Background: an optimization exercise with open tools, aiming at small area and a short achievable clock period. Do not read the settings as production practice. Only simulation tests tie the RTL to the original design; equivalence was not proved. Power and IR drop assume default switching activity.

Setup of run A:
## Optimized_Wallace
module Optimized_Wallace(
    input clk, rst,
    input [15:0] A, B,
    output reg [31:0] PRODUCT
);
    reg [15:0] ra;
    reg rb15;
    reg one0;
    reg two0;
    reg neg0;
    reg one1;
    reg two1;
    reg neg1;
    reg one2;
    reg two2;
    reg neg2;
    reg one3;
    reg two3;
    reg neg3;
    reg one4;
    reg two4;
    reg neg4;
    reg one5;
    reg two5;
    reg neg5;
    reg one6;
    reg two6;
    reg neg6;
    reg one7;
    reg two7;
    reg neg7;
    reg [92:0] r2;
    reg [54:0] r3;
    reg v1, v2, v3;
    wire pp1 = ((one0 & ra[0])) ^ neg0;
    wire pp2 = ((one0 & ra[1]) | (two0 & ra[0])) ^ neg0;
    wire pp3 = ((one0 & ra[2]) | (two0 & ra[1])) ^ neg0;
    wire pp4 = ((one0 & ra[3]) | (two0 & ra[2])) ^ neg0;
    wire pp5 = ((one0 & ra[4]) | (two0 & ra[3])) ^ neg0;
    wire pp6 = ((one0 & ra[5]) | (two0 & ra[4])) ^ neg0;
    wire pp7 = ((one0 & ra[6]) | (two0 & ra[5])) ^ neg0;
    wire pp8 = ((one0 & ra[7]) | (two0 & ra[6])) ^ neg0;
    wire pp9 = ((one0 & ra[8]) | (two0 & ra[7])) ^ neg0;
    wire pp10 = ((one0 & ra[9]) | (two0 & ra[8])) ^ neg0;
    wire pp11 = ((one0 & ra[10]) | (two0 & ra[9])) ^ neg0;
    wire pp12 = ((one0 & ra[11]) | (two0 & ra[10])) ^ neg0;
    wire pp13 = ((one0 & ra[12]) | (two0 & ra[11])) ^ neg0;
    wire pp14 = ((one0 & ra[13]) | (two0 & ra[12])) ^ neg0;
    wire pp15 = ((one0 & ra[14]) | (two0 & ra[13])) ^ neg0;
    wire pp16 = ((one0 & ra[15]) | (two0 & ra[14])) ^ neg0;
    wire pp17 = ((two0 & ra[15])) ^ neg0;
    wire ns18 = ~neg0;
    wire pp19 = ((one1 & ra[0])) ^ neg1;
    wire pp20 = ((one1 & ra[1]) | (two1 & ra[0])) ^ neg1;
    wire pp21 = ((one1 & ra[2]) | (two1 & ra[1])) ^ neg1;
    wire pp22 = ((one1 & ra[3]) | (two1 & ra[2])) ^ neg1;
    wire pp23 = ((one1 & ra[4]) | (two1 & ra[3])) ^ neg1;
    wire pp24 = ((one1 & ra[5]) | (two1 & ra[4])) ^ neg1;
    wire pp25 = ((one1 & ra[6]) | (two1 & ra[5])) ^ neg1;
    wire pp26 = ((one1 & ra[7]) | (two1 & ra[6])) ^ neg1;
  ...
Size: ~950 cells after synthesis, roughly 220 flip-flops, ~66 I/O pins, ~11000 µm² of cells after synthesis.
Settings: LEC_CHECK=0, ABC_CLOCK_PERIOD_IN_PS=800, CAP_MARGIN=20, CORE_MARGIN=2, CORE_UTILIZATION=60, CTS_BUF_LIST=sky130_fd_sc_hd__clkbuf_16, CTS_CLUSTER_DIAMETER=100, CTS_CLUSTER_SIZE=25, SETUP_SLACK_MARGIN=1.4, SLEW_MARGIN=20, SYNTH_HIERARCHICAL=1, SYNTH_MINIMUM_KEEP_SIZE=0, TNS_END_PERCENT=0; clock period 3.0 ns.
standard.sh (not shown) runs the stock make flow with config.mk's settings and CLKGATE_MAP_FILE= SYNTH_SCRIPT=/design/flow/synth_recipe.tcl, a recipe that flattens the netlist after the stock synthesis.
==> flow/flow/run.sh <==
#!/bin/bash
# The standard layout (the standard.sh: ORFS synthesis through finish),
# with the port buffers made of sky130_fd_sc_hd__buf_1 instead of the
# resizer's default pick.  Every tool's output goes to a log in this folder
# (make's own output to flow_make.log, ORFS's per-step logs under orfs/logs).
set -euo pipefail
export BUFFER_PORTS_ARGS="-buffer_cell sky130_fd_sc_hd__buf_1"
bash standard.sh finish > flow_make.log 2>&1
Run A: no failed stages, no open violations at the end
Here is what was changed in the inputs of run E compared with run A.
Settings: changing SETUP_SLACK_MARGIN from 1.4 to 1.8; removing ABC_CLOCK_PERIOD_IN_PS (formerly 800).
[summary]
Comparing run A against run E, there is no change at all in cell-internal power.
Critical path depth came out exactly the same in run A and run E.
Changes observed in run E relative to run A: fraction of final layout cells sized beyond drive strength 1 shows no meaningful change; switching power summed over all nets held; proportion of synthesized chip area in sequential cells shows no meaningful change.
Overall via count from detail_route delta (run E -> run A): insignificant
Reported for run A and run E, final count of hold timing violations turned out identical to the last digit.
Reported for run A and run E, global routing usage on met2 turned out identical to the last digit.

## static timing again, ports no longer ideal
How much do the figures lean on ideal ports? The routed layouts below were timed once more, with nothing changed but the port constraints.
Step 1: set_driving_cell puts a clkbuf_16 on clk and a buf_2 on each other input, an assumption about the parent block.
Step 2 times the ports against the registers' clock, not the clock port: input delays grow and output delays shrink by t, the midpoint of the rising clock arrivals with the driver on.
Three values: ideal, step 1, step 2; two values: the first two.
| run | t, ns | setup slack, ns | worst slew at a driven data input, ns |
|---|---|---|---|
| run A | 0.513 | 0.877 / 0.877 / 0.877 | 0.03 |
| run E | 0.513 | 0.877 / 0.877 / 0.877 | 0.03 |
After both steps every run listed still meets setup and hold.
